This design comes from an exercise in tuning for small area, a short achievable clock period and few clock cycles on the open sky130 flow, not from production work.
Only simulation tests tie the RTL to the original design; equivalence was not proved.
Power and IR drop assume default switching activity.

==> 10-12: inputs <==
## beta
module beta(    input logic clk, reset,
                input logic [31:0] id, memReadData,
                output logic [31:0] ia, memAddr, memWriteData,
                output logic MemRead, MemWrite);
==> module beta, before the edit <==
module beta(    input logic clk, reset,
                input logic [31:0] id, memReadData,
                output logic [31:0] ia, memAddr, memWriteData,
                output logic MemRead, MemWrite);
logic        stall, rst;
always_ff @(posedge clk or posedge reset) begin
	if (reset) rst <= 1'b1;
	else       rst <= 1'b0;
end
logic [31:0] IR;
logic        vD;
pc pc_module(clk, rst, stall, ia);
always_ff @(posedge clk) begin
	if (rst)         vD <= 1'b0;
	else if (!stall) vD <= 1'b1;
end
always_ff @(posedge clk) begin
	if (!stall) IR <= id;
end
logic        valid, usesRt, immI, zext, load, store;
logic        sub, sAdd, sSlt, sAnd, sOr, sXor, sNor, sSll, sSrl, sSra;
logic [4:0]  dst, rs, rt;
logic [31:0] rfa, rfb, fa, fb, faE, fbE, bop, immval, mval, Y, wb;
logic        selSa, selTa, selYa, selMa, selOa, selSb, selTb, selYb, selMb, selOb;
logic        np, nn, slt;
logic [31:0] sum, Yo;
logic [4:0]  dE, dM, dW;
logic        ldE, stE, ldM;
logic        hitEa, hitMa, hitWa, hitEb, hitMb, hitWb;
ctl ctl_module(IR, valid, usesRt, immI, zext, dst, load, store,
               sub, sAdd, sSlt, sAnd, sOr, sXor, sNor, sSll, sSrl, sSra);
assign rs = IR[25:21];
assign rt = IR[20:16];
regfile regfile_module(clk, rs, rt, rfa, rfb, dW, wb);
assign hitEa = (dE == rs) & (rs != 5'b0);
assign hitMa = (dM == rs) & (rs != 5'b0);
assign hitWa = (dW == rs) & (rs != 5'b0);
assign hitEb = (dE == rt) & (rt != 5'b0);
assign hitMb = (dM == rt) & (rt != 5'b0);
assign hitWb = (dW == rt) & (rt != 5'b0);
assign mval = ldM ? memReadData : memAddr;
always_comb begin
	if (hitMa)      faE = memAddr;
	else if (hitWa) faE = wb;
	else            faE = rfa;
	if (hitMb)      fbE = memAddr;
	else if (hitWb) fbE = wb;
	else            fbE = rfb;
end
assign selSa = hitEa & sAddE;
assign selTa = hitEa & sSltE;
assign selYa = hitEa & ~sAddE & ~sSltE;
assign selMa = ~hitEa & hitMa & ldM;
assign selOa = ~hitEa & ~(hitMa & ldM);
assign selSb = hitEb & sAddE;
assign selTb = hitEb & sSltE;
assign selYb = hitEb & ~sAddE & ~sSltE;
assign selMb = ~hitEb & hitMb & ldM;
assign selOb = ~hitEb & ~(hitMb & ldM);
assign np = ~immI & ~sub;
assign nn = ~immI & sub;
fwd fwda(selSa, selTa, selYa, selMa, selOa, sum, slt, Yo, memReadData, faE, fa);
fwd fwdb(selSb, selTb, selYb, selMb, selOb, sum, slt, Yo, memReadData, fbE, fb);
fwdx fwdo(selSb & np, selSb & nn, selTb & np, selTb & nn, selYb & np, selYb & nn,
          selMb & np, selMb & nn, selOb | immI,
          sum, slt, Yo, memReadData, immI ? immval : (fbE ^ {32{sub}}), bop);
assign immval = {zext ? 16'b0 : {16{IR[15]}}, IR[15:0]};
assign stall = vD & valid & ldE & ((dE == rs) | (usesRt & (dE == rt))) & (dE != 5'b0);
logic [31:0] A, Bop, Bv;
logic [4:0]  shE;
logic        subE, sAddE, sSltE, sAndE, sOrE, sXorE, sNorE, sSllE, sSrlE, sSraE;
always_ff @(posedge clk) begin
	A     <= fa;
	Bop   <= bop;
	Bv    <= fb;
	shE   <= IR[10:6];
	subE  <= sub;
	sAddE <= sAdd;
	sSltE <= sSlt;
	sAndE <= sAnd;
	sOrE  <= sOr;
	sXorE <= sXor;
	sNorE <= sNor;
	sSllE <= sSll;
	sSrlE <= sSrl;
	sSraE <= sSra;
end
always_ff @(posedge clk) begin
	if (rst) begin
		dE  <= 5'b0;
		ldE <= 1'b0;
		stE <= 1'b0;
	end else begin
		dE  <= (vD & !stall) ? dst : 5'b0;
		ldE <= vD & !stall & load;
		stE <= vD & !stall & store;
	end
end
alu alu_module(A, Bop, shE, subE, sAddE, sSltE, sAndE, sOrE, sXorE, sNorE,
               sSllE, sSrlE, sSraE, sum, slt, Yo, Y);
always_ff @(posedge clk) begin
	memAddr      <= Y;
	memWriteData <= Bv;
end
always_ff @(posedge clk) begin
	if (rst) begin
		dM  <= 5'b0;
		ldM <= 1'b0;
	end else begin
		dM  <= dE;
		ldM <= ldE;
	end
end
always_ff @(posedge clk or posedge reset) begin
	if (reset) begin
		MemRead  <= 1'b0;
		MemWrite <= 1'b0;
	end else begin
		MemRead  <= ldE;
		MemWrite <= stE;
	end
end
always_ff @(posedge clk) begin
	wb <= mval;
end
always_ff @(posedge clk) begin
	if (rst) dW <= 5'b0;
	else     dW <= dM;
end
endmodule
clock: 12.0 ns
lec_check: 0
cap_margin: 20
core_margin: 2
core_utilization: 55
cts_cluster_diameter: 60
cts_cluster_size: 24
slew_margin: 20
synth_hierarchical: 1
standard.sh (not shown) runs the stock make flow with config.mk's settings and CLKGATE_MAP_FILE= SYNTH_SCRIPT=/design/flow/synth_recipe.tcl, a recipe that flattens the netlist after the stock synthesis.
==> flow/flow/run.sh <==
#!/bin/bash
set -euo pipefail
MARGIN=$(cat flow/margin.txt)
bash standard.sh SETUP_SLACK_MARGIN=$MARGIN \
  "BUFFER_PORTS_ARGS=-buffer_cell sky130_fd_sc_hd__buf_4" \
  finish > flow_make.log 2>&1
==> flow/flow/margin.txt <==
8.6
==> inputs of 05-21, as changes to 10-12 <==
--- a/flow/design.v
+++ b/flow/design.v
@@ -161,30 +161,24 @@
 logic        sub, sAdd, sSlt, sAnd, sOr, sXor, sNor, sSll, sSrl, sSra;
 logic [4:0]  dst, rs, rt;
-logic [31:0] rfa, rfb, fa, fb, faE, fbE, bop, immval, mval, Y, wb;
+logic [31:0] rfa, rfb, fa, fb, faE, fbE, bop, immval, mval, Y, res;
 logic        selSa, selTa, selYa, selMa, selOa, selSb, selTb, selYb, selMb, selOb;
 logic        np, nn, slt;
 logic [31:0] sum, Yo;
-logic [4:0]  dE, dM, dW;
+logic [4:0]  dE, dM;
 logic        ldE, stE, ldM;
-logic        hitEa, hitMa, hitWa, hitEb, hitMb, hitWb;
+logic        hitEa, hitMa, hitEb, hitMb;
 ctl ctl_module(IR, valid, usesRt, immI, zext, dst, load, store,
                sub, sAdd, sSlt, sAnd, sOr, sXor, sNor, sSll, sSrl, sSra);
 assign rs = IR[25:21];
 assign rt = IR[20:16];
-regfile regfile_module(clk, rs, rt, rfa, rfb, dW, wb);
+regfile regfile_module(clk, rs, rt, rfa, rfb, dM, mval);
 assign hitEa = (dE == rs) & (rs != 5'b0);
 assign hitMa = (dM == rs) & (rs != 5'b0);
-assign hitWa = (dW == rs) & (rs != 5'b0);
 assign hitEb = (dE == rt) & (rt != 5'b0);
 assign hitMb = (dM == rt) & (rt != 5'b0);
-assign hitWb = (dW == rt) & (rt != 5'b0);
-assign mval = ldM ? memReadData : memAddr;
-always_comb begin
-	if (hitMa)      faE = memAddr;
-	else if (hitWa) faE = wb;
-	else            faE = rfa;
-	if (hitMb)      fbE = memAddr;
-	else if (hitWb) fbE = wb;
-	else            fbE = rfb;
+assign mval = ldM ? memReadData : res;
+always_comb begin
+	faE = hitMa ? res : rfa;
+	fbE = hitMb ? res : rfb;
 end
 assign selSa = hitEa & sAddE;
@@ -240,5 +234,6 @@
                sSllE, sSrlE, sSraE, sum, slt, Yo, Y);
 always_ff @(posedge clk) begin
-	memAddr      <= Y;
+	res          <= Y;
+	memAddr      <= {32{ldE | stE}} & Y;
 	memWriteData <= Bv;
 end
@@ -260,11 +255,4 @@
 		MemWrite <= stE;
 	end
-end
-always_ff @(posedge clk) begin
-	wb <= mval;
-end
-always_ff @(posedge clk) begin
-	if (rst) dW <= 5'b0;
-	else     dW <= dM;
 end
 endmodule
==> flow/flow/run.sh (replaced) <==
#!/bin/bash
set -euo pipefail
MARGIN=$(cat flow/margin.txt)
bash standard.sh SETUP_SLACK_MARGIN=$MARGIN \
  "BUFFER_PORTS_ARGS=-buffer_cell sky130_fd_sc_hd__buf_2" \
  finish > flow_make.log 2>&1
==> flow/flow/margin.txt (replaced) <==
8.35
--- a/flow/config.mk
+++ b/flow/config.mk
@@ -9,6 +9,7 @@
 export CORE_MARGIN = 2
 export CORE_UTILIZATION = 55
-export CTS_CLUSTER_DIAMETER = 60
+export CTS_CLUSTER_DIAMETER = 100
 export CTS_CLUSTER_SIZE = 24
 export SLEW_MARGIN = 20
 export SYNTH_HIERARCHICAL = 1
+export TNS_END_PERCENT = 10
==> results.txt <==
Against 10-12, the sequential share of layout area of 05-21 is higher by 4.6 points.
Against 10-12, the maximum frequency of 05-21 is larger by 0.30%.
Between 05-21 and 10-12, the lower clock-buffer cell count is in 05-21 (gap 30).
In 05-21 the die area is lower than in 10-12, by about 0.9%.
Against 10-12, the first-iteration DRC count of 05-21 is lower by 28%.
Of 10-12 and 05-21, 10-12 has the higher synthesized cell count (gap about 0.4%, measured against 05-21).
Global-route usage: 05-21 is lower than 10-12 (4.8 points).
Between 10-12 and 05-21, the lower wire length is in 05-21 (gap 15%, measured against 05-21).
Clock power: 10-12 is larger than 05-21 (about 70%).
Between 05-21 and 10-12, the lower sequential cell count is in 05-21 (gap 5).
Testbench counts of 10-12, summed over its fixed seeds: cycles 13,274.
Testbench counts of 05-21, summed over its fixed seeds: cycles 13,274.

========
==> run A: inputs <==
beta, a different RTL version from the one above (not shown whole).
==> module beta, before the edit <==
module beta(    input logic clk, reset,
                input logic [31:0] id, memReadData,
                output logic [31:0] ia, memAddr, memWriteData,
                output logic MemRead, MemWrite);
logic        stall, rst;
always_ff @(posedge clk or posedge reset) begin
	if (reset) rst <= 1'b1;
	else       rst <= 1'b0;
end
logic [31:0] IR;
logic        vD;
pc pc_module(clk, rst, stall, ia);
always_ff @(posedge clk) begin
	if (rst)         vD <= 1'b0;
	else if (!stall) vD <= 1'b1;
end
always_ff @(posedge clk) begin
	if (!stall) IR <= id;
end
logic        valid, usesRt, immI, zext, load, store;
logic        sub, sAdd, sSlt, sAnd, sOr, sXor, sNor, sSll, sSrl, sSra;
logic [4:0]  dst, rs, rt;
logic [31:0] rfa, rfb, fa, fb, faE, fbE, bop, immval, mval, Y, wb;
logic        selEa, selMa, selOa, selEb, selMb, selOb;
logic [4:0]  dE, dM, dW;
logic        ldE, stE, ldM;
logic        hitEa, hitMa, hitWa, hitEb, hitMb, hitWb;
ctl ctl_module(IR, valid, usesRt, immI, zext, dst, load, store,
               sub, sAdd, sSlt, sAnd, sOr, sXor, sNor, sSll, sSrl, sSra);
assign rs = IR[25:21];
assign rt = IR[20:16];
regfile regfile_module(clk, rs, rt, rfa, rfb, dW, wb);
assign hitEa = (dE == rs) & (rs != 5'b0);
assign hitMa = (dM == rs) & (rs != 5'b0);
assign hitWa = (dW == rs) & (rs != 5'b0);
assign hitEb = (dE == rt) & (rt != 5'b0);
assign hitMb = (dM == rt) & (rt != 5'b0);
assign hitWb = (dW == rt) & (rt != 5'b0);
assign mval = ldM ? memReadData : memAddr;
always_comb begin
	if (hitMa)      faE = memAddr;
	else if (hitWa) faE = wb;
	else            faE = rfa;
	if (hitMb)      fbE = memAddr;
	else if (hitWb) fbE = wb;
	else            fbE = rfb;
end
assign selEa = hitEa;
assign selMa = ~hitEa & hitMa & ldM;
assign selOa = ~hitEa & ~(hitMa & ldM);
assign selEb = hitEb;
assign selMb = ~hitEb & hitMb & ldM;
assign selOb = ~hitEb & ~(hitMb & ldM);
fwd fwda(selEa, selMa, selOa, Y, memReadData, faE, fa);
fwd fwdb(selEb, selMb, selOb, Y, memReadData, fbE, fb);
fwd fwdo(selEb & ~immI, selMb & ~immI, selOb | immI,
         Y ^ {32{sub}}, memReadData ^ {32{sub}},
         immI ? immval : (fbE ^ {32{sub}}), bop);
assign immval = {zext ? 16'b0 : {16{IR[15]}}, IR[15:0]};
assign stall = vD & valid & ldE & ((dE == rs) | (usesRt & (dE == rt))) & (dE != 5'b0);
logic [31:0] A, Bop, Bv;
logic [4:0]  shE;
logic        subE, sAddE, sSltE, sAndE, sOrE, sXorE, sNorE, sSllE, sSrlE, sSraE;
always_ff @(posedge clk) begin
	A     <= fa;
	Bop   <= bop;
	Bv    <= fb;
	shE   <= IR[10:6];
	subE  <= sub;
	sAddE <= sAdd;
	sSltE <= sSlt;
	sAndE <= sAnd;
	sOrE  <= sOr;
	sXorE <= sXor;
	sNorE <= sNor;
	sSllE <= sSll;
	sSrlE <= sSrl;
	sSraE <= sSra;
end
always_ff @(posedge clk) begin
	if (rst) begin
		dE  <= 5'b0;
		ldE <= 1'b0;
		stE <= 1'b0;
	end else begin
		dE  <= (vD & !stall) ? dst : 5'b0;
		ldE <= vD & !stall & load;
		stE <= vD & !stall & store;
	end
end
alu alu_module(A, Bop, shE, subE, sAddE, sSltE, sAndE, sOrE, sXorE, sNorE,
               sSllE, sSrlE, sSraE, Y);
always_ff @(posedge clk) begin
	memAddr      <= Y;
	memWriteData <= Bv;
end
always_ff @(posedge clk) begin
	if (rst) begin
		dM  <= 5'b0;
		ldM <= 1'b0;
	end else begin
		dM  <= dE;
		ldM <= ldE;
	end
end
always_ff @(posedge clk or posedge reset) begin
	if (reset) begin
		MemRead  <= 1'b0;
		MemWrite <= 1'b0;
	end else begin
		MemRead  <= ldE;
		MemWrite <= stE;
	end
end
always_ff @(posedge clk) begin
	wb <= mval;
end
always_ff @(posedge clk) begin
	if (rst) dW <= 5'b0;
	else     dW <= dM;
end
endmodule
==> module fwd, before the edit <==
module fwd(input  logic        sE, sM, sO,
           input  logic [31:0] e, m, o,
           output logic [31:0] q);
assign q = ({32{sE}} & e) | ({32{sM}} & m) | ({32{sO}} & o);
endmodule
==> module arith, before the edit <==
module arith(input  logic        cin,
             input  logic [31:0] A, B,
             output logic [31:0] sum);
logic [32:0] s;
assign s   = {A, 1'b1} + {B, cin};
assign sum = s[32:1];
endmodule
==> module comp, before the edit <==
module comp(input  logic [31:0] A, nb,
            input  logic        s31,
            output logic        slt);
logic t31, v;
assign t31 = nb[31] ^ (&nb[30:0]);
assign v   = (~A[31] & ~t31 & s31) | (A[31] & t31 & ~s31);
assign slt = ~(&(A ^ nb)) & (s31 ^ v);
endmodule
==> module alu, before the edit <==
module alu(input  logic [31:0] A, B,
           input  logic [4:0]  shamt,
           input  logic        cin, sAdd, sSlt, sAnd, sOr, sXor, sNor,
           input  logic        sSll, sSrl, sSra,
           output logic [31:0] Y);
logic [31:0] sum, shl, shr;
logic        slt;
arith xarith(cin, A, B, sum);
comp  xcomp(A, B, sum[31], slt);
shift xshift(A, shamt, sSra, shl, shr);
always_comb begin
	Y = ({32{sAdd}} & sum)
	  | ({32{sAnd}} & (A & B))
	  | ({32{sOr}}  & (A | B))
	  | ({32{sXor}} & (A ^ B))
	  | ({32{sNor}} & ~(A | B))
	  | ({32{sSll}} & shl)
	  | ({32{sSrl | sSra}} & shr)
	  | {31'b0, sSlt & slt};
end
endmodule
==> module regfile, before the edit <==
module regfile(input  logic        clk,
               input  logic [4:0]  ra, rb,
               output logic [31:0] rda, rdb,
               input  logic [4:0]  wa,
               input  logic [31:0] wd);
logic [31:0]  r [1:31];
logic [991:0] flat;
logic [31:1]  sa, sb, sw;
dec5 deca(ra, sa);
dec5 decb(rb, sb);
dec5 decw(wa, sw);
always_ff @(posedge clk) begin
	for (int i = 1; i < 32; i++)
		if (sw[i]) r[i] <= wd;
end
always_comb
	for (int i = 1; i < 32; i++) flat[32*(i-1) +: 32] = r[i];
rdport porta(sa, flat, rda);
rdport portb(sb, flat, rdb);
endmodule
clock: 12.0 ns
lec_check: 0
cap_margin: 20
core_margin: 2
core_utilization: 55
cts_cluster_diameter: 60
cts_cluster_size: 24
slew_margin: 20
synth_hierarchical: 1
==> flow/flow/run.sh <==
#!/bin/bash
set -euo pipefail
MARGIN=$(cat flow/margin.txt)
bash standard.sh SETUP_SLACK_MARGIN=$MARGIN \
  "BUFFER_PORTS_ARGS=-buffer_cell sky130_fd_sc_hd__buf_4" \
  finish > flow_make.log 2>&1
==> flow/flow/margin.txt <==
8.6
==> run G (differences from run A) <==
--- a/flow/design.v
+++ b/flow/design.v
@@ -164,8 +164,7 @@
 logic        valid, usesRt, immI, zext, load, store;
 logic        sub, sAdd, sSlt, sAnd, sOr, sXor, sNor, sSll, sSrl, sSra;
 logic [4:0]  dst, rs, rt;
-logic [31:0] rfa, rfb, fa, fb, faE, fbE, bop, immval, mval, Y, wb;
-logic        selEa, selMa, selOa, selEb, selMb, selOb;
+logic [31:0] rfa, rfb, fa, fb, immval, mval, Y, wb;
 logic [4:0]  dE, dM, dW;
 logic        ldE, stE, ldM;
 logic        hitEa, hitMa, hitWa, hitEb, hitMb, hitWb;
@@ -182,24 +181,15 @@
 assign hitWb = (dW == rt) & (rt != 5'b0);
 assign mval = ldM ? memReadData : memAddr;
 always_comb begin
-	if (hitMa)      faE = memAddr;
-	else if (hitWa) faE = wb;
-	else            faE = rfa;
-	if (hitMb)      fbE = memAddr;
-	else if (hitWb) fbE = wb;
-	else            fbE = rfb;
-end
-assign selEa = hitEa;
-assign selMa = ~hitEa & hitMa & ldM;
-assign selOa = ~hitEa & ~(hitMa & ldM);
-assign selEb = hitEb;
-assign selMb = ~hitEb & hitMb & ldM;
-assign selOb = ~hitEb & ~(hitMb & ldM);
-fwd fwda(selEa, selMa, selOa, Y, memReadData, faE, fa);
-fwd fwdb(selEb, selMb, selOb, Y, memReadData, fbE, fb);
-fwd fwdo(selEb & ~immI, selMb & ~immI, selOb | immI,
-         Y ^ {32{sub}}, memReadData ^ {32{sub}},
-         immI ? immval : (fbE ^ {32{sub}}), bop);
+	if (hitEa)      fa = Y;
+	else if (hitMa) fa = mval;
+	else if (hitWa) fa = wb;
+	else            fa = rfa;
+	if (hitEb)      fb = Y;
+	else if (hitMb) fb = mval;
+	else if (hitWb) fb = wb;
+	else            fb = rfb;
+end
 assign immval = {zext ? 16'b0 : {16{IR[15]}}, IR[15:0]};
 assign stall = vD & valid & ldE & ((dE == rs) | (usesRt & (dE == rt))) & (dE != 5'b0);
 logic [31:0] A, Bop, Bv;
@@ -207,7 +197,7 @@
 logic        subE, sAddE, sSltE, sAndE, sOrE, sXorE, sNorE, sSllE, sSrlE, sSraE;
 always_ff @(posedge clk) begin
 	A     <= fa;
-	Bop   <= bop;
+	Bop   <= immI ? immval : (fb ^ {32{sub}});
 	Bv    <= fb;
 	shE   <= IR[10:6];
 	subE  <= sub;
@@ -264,8 +254,3 @@
 	else     dW <= dM;
 end
 endmodule
-module fwd(input  logic        sE, sM, sO,
-           input  logic [31:0] e, m, o,
-           output logic [31:0] q);
-assign q = ({32{sE}} & e) | ({32{sM}} & m) | ({32{sO}} & o);
-endmodule
==> flow/flow/run.sh (replaced) <==
#!/bin/bash
set -euo pipefail
MARGIN=$(cat flow/margin.txt)
bash standard.sh SETUP_SLACK_MARGIN=$MARGIN finish > flow_make.log 2>&1
- CORE_UTILIZATION: 55 -> 40
- CTS_CLUSTER_DIAMETER: 60 -> default
- CTS_CLUSTER_SIZE: 24 -> default
==> run M (differences from run A) <==
--- a/flow/design.v
+++ b/flow/design.v
@@ -1,17 +1,14 @@
 module arith(input  logic        cin,
              input  logic [31:0] A, B,
-             output logic [31:0] sum);
+             output logic [31:0] sum,
+             output logic        slt);
 logic [32:0] s;
+logic        t31, v;
 assign s   = {A, 1'b1} + {B, cin};
 assign sum = s[32:1];
-endmodule
-module comp(input  logic [31:0] A, nb,
-            input  logic        s31,
-            output logic        slt);
-logic t31, v;
-assign t31 = nb[31] ^ (&nb[30:0]);
-assign v   = (~A[31] & ~t31 & s31) | (A[31] & t31 & ~s31);
-assign slt = ~(&(A ^ nb)) & (s31 ^ v);
+assign t31 = B[31] ^ (&B[30:0]);
+assign v   = (~A[31] & ~t31 & sum[31]) | (A[31] & t31 & ~sum[31]);
+assign slt = ~(&(A ^ B)) & (sum[31] ^ v);
 endmodule
 module shift(input  logic [31:0] A,
              input  logic [4:0]  shamt,
@@ -28,21 +25,20 @@
            input  logic [4:0]  shamt,
            input  logic        cin, sAdd, sSlt, sAnd, sOr, sXor, sNor,
            input  logic        sSll, sSrl, sSra,
-           output logic [31:0] Y);
-logic [31:0] sum, shl, shr;
-logic        slt;
-arith xarith(cin, A, B, sum);
-comp  xcomp(A, B, sum[31], slt);
+           output logic [31:0] sum,
+           output logic        slt,
+           output logic [31:0] Yo, Y);
+logic [31:0] shl, shr;
+arith xarith(cin, A, B, sum, slt);
 shift xshift(A, shamt, sSra, shl, shr);
 always_comb begin
-	Y = ({32{sAdd}} & sum)
-	  | ({32{sAnd}} & (A & B))
-	  | ({32{sOr}}  & (A | B))
-	  | ({32{sXor}} & (A ^ B))
-	  | ({32{sNor}} & ~(A | B))
-	  | ({32{sSll}} & shl)
-	  | ({32{sSrl | sSra}} & shr)
-	  | {31'b0, sSlt & slt};
+	Yo = ({32{sAnd}} & (A & B))
+	   | ({32{sOr}}  & (A | B))
+	   | ({32{sXor}} & (A ^ B))
+	   | ({32{sNor}} & ~(A | B))
+	   | ({32{sSll}} & shl)
+	   | ({32{sSrl | sSra}} & shr);
+	Y = ({32{sAdd}} & sum) | {31'b0, sSlt & slt} | Yo;
 end
 endmodule
 module ctl(input  logic [31:0] ins,
@@ -113,20 +109,22 @@
                output logic [31:0] rda, rdb,
                input  logic [4:0]  wa,
                input  logic [31:0] wd);
-logic [31:0]  r [1:31];
 logic [991:0] flat;
 logic [31:1]  sa, sb, sw;
 dec5 deca(ra, sa);
 dec5 decb(rb, sb);
 dec5 decw(wa, sw);
-always_ff @(posedge clk) begin
-	for (int i = 1; i < 32; i++)
-		if (sw[i]) r[i] <= wd;
-end
-always_comb
-	for (int i = 1; i < 32; i++) flat[32*(i-1) +: 32] = r[i];
+for (genvar i = 1; i < 32; i++) begin : row
+	rfrow u(clk, sw[i], ~sw[i], wd, flat[32*(i-1) +: 32]);
+end
 rdport porta(sa, flat, rda);
 rdport portb(sb, flat, rdb);
+endmodule
+module rfrow(input  logic        clk, we, hold,
+             input  logic [31:0] d,
+             output logic [31:0] q);
+always_ff @(posedge clk)
+	q <= ({32{we}} & d) | ({32{hold}} & q);
 endmodule
 module dec5(input  logic [4:0]  a,
             output logic [31:1] sel);
@@ -164,42 +162,44 @@
 logic        valid, usesRt, immI, zext, load, store;
 logic        sub, sAdd, sSlt, sAnd, sOr, sXor, sNor, sSll, sSrl, sSra;
 logic [4:0]  dst, rs, rt;
-logic [31:0] rfa, rfb, fa, fb, faE, fbE, bop, immval, mval, Y, wb;
-logic        selEa, selMa, selOa, selEb, selMb, selOb;
-logic [4:0]  dE, dM, dW;
+logic [31:0] rfa, rfb, fa, fb, faE, fbE, bop, immval, mval, Y;
+logic        selSa, selTa, selYa, selMa, selOa, selSb, selTb, selYb, selMb, selOb;
+logic        np, nn, slt;
+logic [31:0] sum, Yo;
+logic [4:0]  dE, dM;
 logic        ldE, stE, ldM;
-logic        hitEa, hitMa, hitWa, hitEb, hitMb, hitWb;
+logic        hitEa, hitMa, hitEb, hitMb;
 ctl ctl_module(IR, valid, usesRt, immI, zext, dst, load, store,
                sub, sAdd, sSlt, sAnd, sOr, sXor, sNor, sSll, sSrl, sSra);
 assign rs = IR[25:21];
 assign rt = IR[20:16];
-regfile regfile_module(clk, rs, rt, rfa, rfb, dW, wb);
+regfile regfile_module(clk, rs, rt, rfa, rfb, dM, mval);
 assign hitEa = (dE == rs) & (rs != 5'b0);
 assign hitMa = (dM == rs) & (rs != 5'b0);
-assign hitWa = (dW == rs) & (rs != 5'b0);
 assign hitEb = (dE == rt) & (rt != 5'b0);
 assign hitMb = (dM == rt) & (rt != 5'b0);
-assign hitWb = (dW == rt) & (rt != 5'b0);
 assign mval = ldM ? memReadData : memAddr;
 always_comb begin
-	if (hitMa)      faE = memAddr;
-	else if (hitWa) faE = wb;
-	else            faE = rfa;
-	if (hitMb)      fbE = memAddr;
-	else if (hitWb) fbE = wb;
-	else            fbE = rfb;
-end
-assign selEa = hitEa;
+	faE = hitMa ? memAddr : rfa;
+	fbE = hitMb ? memAddr : rfb;
+end
+assign selSa = hitEa & sAddE;
+assign selTa = hitEa & sSltE;
+assign selYa = hitEa & ~sAddE & ~sSltE;
 assign selMa = ~hitEa & hitMa & ldM;
 assign selOa = ~hitEa & ~(hitMa & ldM);
-assign selEb = hitEb;
+assign selSb = hitEb & sAddE;
+assign selTb = hitEb & sSltE;
+assign selYb = hitEb & ~sAddE & ~sSltE;
 assign selMb = ~hitEb & hitMb & ldM;
 assign selOb = ~hitEb & ~(hitMb & ldM);
-fwd fwda(selEa, selMa, selOa, Y, memReadData, faE, fa);
-fwd fwdb(selEb, selMb, selOb, Y, memReadData, fbE, fb);
-fwd fwdo(selEb & ~immI, selMb & ~immI, selOb | immI,
-         Y ^ {32{sub}}, memReadData ^ {32{sub}},
-         immI ? immval : (fbE ^ {32{sub}}), bop);
+assign np = ~immI & ~sub;
+assign nn = ~immI & sub;
+fwd fwda(selSa, selTa, selYa, selMa, selOa, sum, slt, Yo, memReadData, faE, fa);
+fwd fwdb(selSb, selTb, selYb, selMb, selOb, sum, slt, Yo, memReadData, fbE, fb);
+fwdx fwdo(selSb & np, selSb & nn, selTb & np, selTb & nn, selYb & np, selYb & nn,
+          selMb & np, selMb & nn, selOb | immI,
+          sum, slt, Yo, memReadData, immI ? immval : (fbE ^ {32{sub}}), bop);
 assign immval = {zext ? 16'b0 : {16{IR[15]}}, IR[15:0]};
 assign stall = vD & valid & ldE & ((dE == rs) | (usesRt & (dE == rt))) & (dE != 5'b0);
 logic [31:0] A, Bop, Bv;
@@ -233,7 +233,7 @@
 	end
 end
 alu alu_module(A, Bop, shE, subE, sAddE, sSltE, sAndE, sOrE, sXorE, sNorE,
-               sSllE, sSrlE, sSraE, Y);
+               sSllE, sSrlE, sSraE, sum, slt, Yo, Y);
 always_ff @(posedge clk) begin
 	memAddr      <= Y;
 	memWriteData <= Bv;
@@ -256,16 +256,23 @@
 		MemWrite <= stE;
 	end
 end
-always_ff @(posedge clk) begin
-	wb <= mval;
-end
-always_ff @(posedge clk) begin
-	if (rst) dW <= 5'b0;
-	else     dW <= dM;
-end
-endmodule
-module fwd(input  logic        sE, sM, sO,
-           input  logic [31:0] e, m, o,
+endmodule
+module fwd(input  logic        sS, sT, sY, sM, sO,
+           input  logic [31:0] s,
+           input  logic        t,
+           input  logic [31:0] y, m, o,
            output logic [31:0] q);
-assign q = ({32{sE}} & e) | ({32{sM}} & m) | ({32{sO}} & o);
-endmodule
+assign q = ({32{sS}} & s) | {31'b0, sT & t} | ({32{sY}} & y)
+         | ({32{sM}} & m) | ({32{sO}} & o);
+endmodule
+module fwdx(input  logic        sSp, sSn, sTp, sTn, sYp, sYn, sMp, sMn, sO,
+            input  logic [31:0] s,
+            input  logic        t,
+            input  logic [31:0] y, m, o,
+            output logic [31:0] q);
+assign q = ({32{sSp}} & s) | ({32{sSn}} & ~s)
+         | {31'b0, sTp & t} | {{31{sTn}}, sTn & ~t}
+         | ({32{sYp}} & y) | ({32{sYn}} & ~y)
+         | ({32{sMp}} & m) | ({32{sMn}} & ~m)
+         | ({32{sO}} & o);
+endmodule
==> flow/flow/margin.txt (replaced) <==
8.5
- CTS_CLUSTER_DIAMETER: 60 -> 100
- CTS_CLUSTER_SIZE: 24 -> 22
- TNS_END_PERCENT: default -> 10
==> notes <==
Run M ran to the end with no violations. Run G ran to the end with no violations. Run A completed without violations. The highest sequential share of layout area belongs to run G, the lowest to run M. The highest first-iteration DRC count belongs to run M, the lowest to run G. The highest maximum frequency belongs to run A, the lowest to run G. In run A the count of clock-buffer cells in the layout is lower than in run G, by 70.
==> figures <==
                                                                           run M                    run A                    run G
Run status                                               complete, no violations  complete, no violations  complete, no violations
HPWL Detailed                                                          182000 um                149000 um                149000 um
Vias per Instance                                                           7.89                     7.50                     6.73
Share of power burned in registers                                         0.593                    0.481                    0.466
Area fraction of the dominant cell type after synthesis                    0.387                    0.492                    0.499
Die area                                                              117000 um2               116000 um2               157000 um2
Capturing element of the worst setup path                                   A[0]                    Bv[6]                  Bop[15]
Synthesized area divided by synthesized cell count                      10.1 um2                 12.7 um2                 12.9 um2
Die H                                                                     342 um                   341 um                   397 um
Floorplan die width                                                       342 um                   341 um                   397 um
Testbench counts of run A, summed over its fixed seeds: cycles 13,274.
Testbench counts of run G, summed over its fixed seeds: cycles 13,274.
Testbench counts of run M, summed over its fixed seeds: cycles 13,274.

[static timing again, ports no longer ideal]
Ports are ideal in the flow. The routed layouts listed here were re-timed in OpenROAD. Step 1 assumes that a clkbuf_16 drives the clock port and a buf_2 every other input. Step 2 also shifts input and output timing later by t, the mid clock arrival at the registers, as if the neighbouring blocks saw the same clock. a / b / c = ideal / step 1 / step 2; a / b = the first two.
run | shift t [ns] | setup WS [ns] | clock arrival spread, ns
10-12 | 0.833 | 8.267 / 8.185 / 8.469 | 0.067 / 0.067
05-21 | 0.820 | 8.278 / 8.193 / 8.319 | 0.073 / 0.074
run A | 0.823 | 8.268 / 8.256 / 8.268 | 0.064 / 0.064
run G | 0.861 | 8.214 / 8.199 / 7.977 | 0.050 / 0.050
run M | 0.759 | 8.250 / 8.250 / 8.092 | 0.084 / 0.084
After both steps every run listed still meets setup and hold. For run G, which loses most, drivers alone change the setup slack by -0.015 ns; drivers and shift together by -0.237 ns.
